From an optimization exercise on the open Yosys and OpenROAD flow, aimed at small area and a short achievable clock period; shortcuts taken in it are not production practice.
Function was checked by simulation only, so behaviour that the tests miss may differ from the original.

==> flow/design.v (outline; a module is shown in full before it is edited, if it fits) <==
// module module32: 3045 lines
// module fa: 4 lines
// module ha: 4 lines
// module gpn: 4 lines
// module gpp: 4 lines
module module32 (
  input clk,
  input [63:0] a,
  input [63:0] b,
  input [63:0] c,
  output [127:0] result);
  // ...
==> flow/flow/run.sh <==
#!/bin/bash
set -euo pipefail
MARGIN=$(cat flow/margin.txt)
bash standard.sh SETUP_SLACK_MARGIN="$MARGIN" REMOVE_ABC_BUFFERS=1 \
  BUFFER_PORTS_ARGS="-buffer_cell sky130_fd_sc_hd__buf_2" finish > flow_make.log 2>&1
==> flow/flow/margin.txt <==
8
==> flow/standard.sh <==
#!/bin/bash
# synth_recipe.tcl (not shown) runs the flow's synth.tcl, then flattens the netlist and writes it again
# the make line also repeats each setting of config.mk as NAME=value (left out here)
make -C /OpenROAD-flow-scripts/flow DESIGN_CONFIG=/design/flow/config.mk WORK_HOME=/design/flow/orfs CLKGATE_MAP_FILE= SYNTH_SCRIPT=/design/flow/synth_recipe.tcl "${@:-finish}"
==> flow/config.mk <==
export PLATFORM = sky130hd
export DESIGN_NAME = module32
export DESIGN_NICKNAME = module32
export VERILOG_FILES = /design/flow/design.v
export SDC_FILE = /design/flow/constraint.sdc
export NUM_CORES = 4
export LEC_CHECK = 0
export CAP_MARGIN = 20
export CORE_MARGIN = 2
export CORE_UTILIZATION = 30
export PLACE_DENSITY = 0.4
export SLEW_MARGIN = 20
export SYNTH_HIERARCHICAL = 1
export TNS_END_PERCENT = 0
==> flow/constraint.sdc <==
create_clock -name core_clock -period 13.0 [get_ports {clk}]
set_input_delay 2.6000 -clock core_clock [delete_from_list [all_inputs] [get_ports {clk}]]
set_output_delay 2.6000 -clock core_clock [all_outputs]
set_load 0.01 [all_outputs]
==> flow_summary.rst, run 1 <==
.. list-table::
   :header-rows: 1

   * - Metric
     - Value
   * - Run status
     - timing/DRC/antenna clean
   * - Crit Reg-Reg Endpoint
     - pq[88]$_DFF_P_
   * - Largest fanout on the critical path
     - 36
   * - Most congested layer reported by global routing
     - met2
   * - R2r startpoint
     - m2_q[12]$_DFF_P_
   * - TritonCTS clock tree
     - built
   * - Worst r2r path cells
     - 11
   * - H-tree depth reported by CTS
     - 3
   * - Met2 Usage GRT
     - 52.3%
   * - Worst-case clock skew
     - 0.106 ns
   * - Critical path capture point type
     - flip-flop
   * - Count of cell instances traversed by the critical path
     - 11
   * - Most common cell after layout, fill and taps aside
     - sky130_fd_sc_hd__xnor2_1
   * - Period utilisation layout
     - 42.3%
   * - Total number of placement rows
     - 220
   * - Global-route usage over all layers
     - 35.9%
   * - Via-to-Cell Ratio
     - 6.71
   * - Count of placed standard cells including taps
     - 14,700
   * - Total I/O pin count
     - 321
   * - Post-route insts no fill
     - 15,100
   * - Placement Setup Slack
     - 5.77 ns
   * - Top cell family by delay on the critical path
     - adder cells
   * - Largest registers
     - x_q: 128 flops, gq: 127 flops, pq: 125 flops
   * - Iter 0 DRT Violations
     - 14,200
   * - Highest clock rate
     - 182 MHz
   * - Clock Tree Buf Depth
     - 4
   * - Pin slew with the least headroom to its limit
     - 0.978 ns
   * - DIE WIDTH
     - 603 um
   * - Clock network latency to the later pin of the worst-skew pair
     - 0.91 ns
   * - Cell-by-cell listing of the critical path
     - buf_8 > a221oi_1 > xnor2_1 > fa_1 > fa_1 > fa_1 > fa_1 > fa_1 > fa_1 > ha_2 > nand2_1
   * - Buffers, non-clock
     - 930
   * - Number of cells on the worst hold path
     - 4
   * - Clock slew seen by the registers of the worst setup and hold paths
     - 0.08 ns
==> inputs of run 2 (changes only) <==
--- a/flow/config.mk
+++ b/flow/config.mk
@@ -6,9 +6,11 @@
 export NUM_CORES = 4
 export LEC_CHECK = 0
 export CAP_MARGIN = 20
+export CELL_PAD_IN_SITES_DETAIL_PLACEMENT = 1
+export CELL_PAD_IN_SITES_GLOBAL_PLACEMENT = 1
 export CORE_MARGIN = 2
-export CORE_UTILIZATION = 30
-export PLACE_DENSITY = 0.4
+export CORE_UTILIZATION = 35
+export PLACE_DENSITY = 0.5
 export SLEW_MARGIN = 20
 export SYNTH_HIERARCHICAL = 1
 export TNS_END_PERCENT = 0
==> run 2 against run 1 <==
Against the previous run:
- still clean
- critical path type unchanged
- synthesized cell count unchanged
- clock skew is 0.030 ns lower
- hold slack better by 0.048 ns
- highest routed layer unchanged
==> flow_summary.rst, run 2 <==
.. list-table::
   :header-rows: 1

   * - Metric
     - Value
   * - Run status
     - timing/DRC/antenna clean
   * - Residual DRC count
     - 0
   * - Max FFs per register
     - 128
   * - Global-route usage over all layers
     - 41.5% (+5.5 points)
   * - Post-detailed-route wirelength per cell
     - 47.2 um
   * - Worst r2r path cells
     - 12 (+1)
   * - First-pass GRT wire length
     - 910 mm
   * - Fill cell total of the finished layout
     - 33,200
   * - Via-to-Cell Ratio
     - 7.11 (+6.0%)
   * - Global route total overflow
     - 0
   * - Final number of hold-violating endpoints
     - 0
   * - Quantity of hold-fixing buffers added after cts
     - 0
   * - H-tree depth reported by CTS
     - 3 (unchanged)
   * - Vias in the first global route
     - 105,000
   * - Initial antenna violation count
     - 39
   * - CTS Sinks
     - 619
   * - Layout Nets
     - 12,000
   * - Largest registers
     - x_q: 128 flops, gq: 127 flops, pq: 125 flops
   * - Total number of placement rows
     - 203 (-7.7%)
   * - Slack of the critical path
     - 7.26 ns
   * - Placement Setup Slack
     - 5.64 ns (-0.131 ns)
   * - DIE WIDTH
     - 559 um (-7.4%)
   * - Min-Delay Path Class
     - flip-flop to flip-flop
   * - Highest-count cells in the layout ignoring fill and taps
     - 1,560 x sky130_fd_sc_hd__xnor2_1, 1,303 x sky130_fd_sc_hd__a22o_1, 1,254 x sky130_fd_sc_hd__fa_1
   * - Crit Reg-Reg Endpoint
     - gq[61]$_DFF_P_
   * - Routed Wire Length
     - 677 mm
   * - Remaining number of nets flagged by the antenna check after routing
     - 0
   * - Signed area change from the synthesized netlist to the final layout
     - 11.5%
   * - Reg with most FFs
     - x_q
   * - Number of port buffers
     - 320
   * - Number of vias after detailed routing
     - 102,000
   * - Number of cells on the worst hold path
     - 4 (unchanged)
   * - Layout cells sized above 1
     - 32.2%
   * - Final setup violation count
     - 0
   * - Number of max-cap violations
     - 0
   * - Largest fanout on the critical path
     - 42 (+17%)
   * - Worst EP required
     - 13.68 ns
   * - R2r startpoint
     - c_q[31]$_DFF_P_
   * - Most common cell after layout, fill and taps aside
     - sky130_fd_sc_hd__xnor2_1
   * - Highest clock rate
     - 174 MHz (-4.1%)
   * - Clock Tree Buf Depth
     - 4 (unchanged)
   * - Clock network latency to the later pin of the worst-skew pair
     - 0.86 ns (-0.05 ns)
   * - Number of buffers created by CTS
     - 87
   * - Critical path capture point type
     - flip-flop
   * - Pin slew with the least headroom to its limit
     - 1.21 ns (+0.230 ns)
   * - Core outline area
     - 0.306 mm2
   * - Cells after synthesis
     - 10,600
   * - Routability cong.
     - 1.00
   * - Clock slew seen by the registers of the worst setup and hold paths
     - 0.07 ns (about the same)
   * - Register-to-register setup slack
     - 7.26 ns
   * - Setup total negative slack
     - 0 ns
   * - Area of the mapped netlist
     - 0.108 mm2
   * - Post-placement cell area
     - 0.112 mm2
   * - Fin Hold WS
     - 1.20 ns
   * - Unrepaired setup endpoints after global routing
     - yes
   * - Initial cell density of the core
     - 35.2%
   * - Layout Cell Area excl Fill
     - 0.120 mm2
   * - Data arrival time of the critical path
     - 6.42 ns
   * - Type of the worst setup path
     - flip-flop to flip-flop
   * - Minimum clock period after layout
     - 5.74 ns
   * - Period utilisation layout
     - 44.1% (+1.8 points)
   * - Final-report max-slew violation count
     - 0
   * - Nature of the critical path startpoint
     - flip-flop
   * - Clk root buf
     - sky130_fd_sc_hd__clkbuf_16
   * - Worst-case clock skew
     - 0.0765 ns (-0.0296 ns)
   * - Relative max-transition margin
     - 18.9%
   * - Die Ht
     - 559 um
   * - Iter 0 DRT Violations
     - 14,300 (+0.43%)
   * - Mean instance size in the synthesized netlist
     - 10.2 um2
   * - TritonCTS clock tree
     - built
   * - Critical path origin
     - c_q[31]$_DFF_P_
   * - Area of the die
     - 0.312 mm2
   * - Maximum number of pins on one net before global-route repair
     - 67
   * - Total I/O pin count
     - 321 (unchanged)
   * - End point of the critical path
     - gq[61]$_DFF_P_
   * - Count of warnings emitted by yosys
     - 7
   * - Number of optimization iterations in the first detailed-route pass
     - 9
   * - DP HPWL
     - 455 mm
-- run 2: area by class of cell --
| class | instances | area (um2) | share of cell area, % |
|---|---|---|---|
| Inverter | 180 | 683 | 0.569 |
| Clock inverter | 45 | 459 | 0.382 |
| Antenna cell | 17 | 42.5 | 0.0354 |
| Clock buffer | 108 | 2360 | 1.96 |
| Multi-Input combinational cell | 8465 | 90700 | 75.5 |
| Timing Repair Buffer | 804 | 7850 | 6.53 |
| Sequential cell | 619 | 13000 | 10.8 |
| Tap cell | 4100 | 5130 | 4.27 |
-- run 2: timing repair --
action	CTS	global route
pin swaps	29	19
buffers inserted	109	45
endpoints found under the setup margin	470	470
gates resized for setup	597	211
cloned	0	8
-- run 2: per-stage QoR --
stage,utilization (%),instances
after floorplan,-,9264
after global placement,36.5,14000
after detailed placement,36.5,14000
after CTS,38.7,14300
after global routing,39.2,14300
final,39.3,14300
-- run 2: layer usage --
layer / GRT usage, % / share of wire, % / vias up / wire length, um
met5: 2.24 / 0.21 / - / 1390
met4: 23.8 / 7.0 / 46 / 47600
met3: 18.3 / 14 / 2269 / 93000
met2: 59.5 / 41 / 8247 / 277000
met1: 51.0 / 38 / 53000 / 258000
li1: - / - / 38400 / -
-- run 2: worst min-delay path by stage --
stage                     end            from
2_1_floorplan  x_q[0]$_DFF_P_  t_q[0]$_DFF_P_
3_3_place_gp   x_q[0]$_DFF_P_  t_q[0]$_DFF_P_
3_5_place_dp   x_q[0]$_DFF_P_  t_q[0]$_DFF_P_
4_1_cts        x_q[0]$_DFF_P_  t_q[0]$_DFF_P_
5_1_grt        x_q[0]$_DFF_P_  t_q[0]$_DFF_P_
6_report       x_q[0]$_DFF_P_  t_q[0]$_DFF_P_
-- run 2: worst max-delay path, stage by stage, from the launching register on --
cell and delay [ns]:
sky130_fd_sc_hd__dfxtp_4 0.66, sky130_fd_sc_hd__buf_12 0.40, sky130_fd_sc_hd__a22o_1 0.21, sky130_fd_sc_hd__a221oi_2 0.05, sky130_fd_sc_hd__xnor2_1 0.41, sky130_fd_sc_hd__fa_1 0.69
sky130_fd_sc_hd__fa_1 0.47, sky130_fd_sc_hd__fa_1 0.50, sky130_fd_sc_hd__fa_1 0.54, sky130_fd_sc_hd__fa_1 0.55, sky130_fd_sc_hd__fa_1 0.45, sky130_fd_sc_hd__ha_1 0.46
sky130_fd_sc_hd__a21oi_2 0.08

re-timing with driven ports:
The results above use ideal ports. As a check the final layouts listed here were re-extracted and re-timed, cells and wires unchanged.
Step 1, drivers: a clkbuf_16 drives clk and a buf_2 each remaining input, both assumed.
Step 2 also shifts input and output timing later by t, the mid clock arrival at the registers, as if the neighbouring blocks saw the same clock.
Three values: ideal ports, drivers, drivers and shift; two values: the first two.
run	shift t [ns]	setup WS [ns]	worst setup path at the end	latest minus earliest clock arrival (ns)	cell pins on the clock port's net
run 1	0.968	7.500 / 7.485 / 6.980	input to register	0.108 / 0.108	1
run 2	0.936	7.264 / 7.264 / 6.826	input to register	0.079 / 0.079	1
After both steps every run listed still meets setup and hold. The setup slack of run 1, which loses most, moves by -0.015 ns with the drivers and by -0.520 ns with both steps.
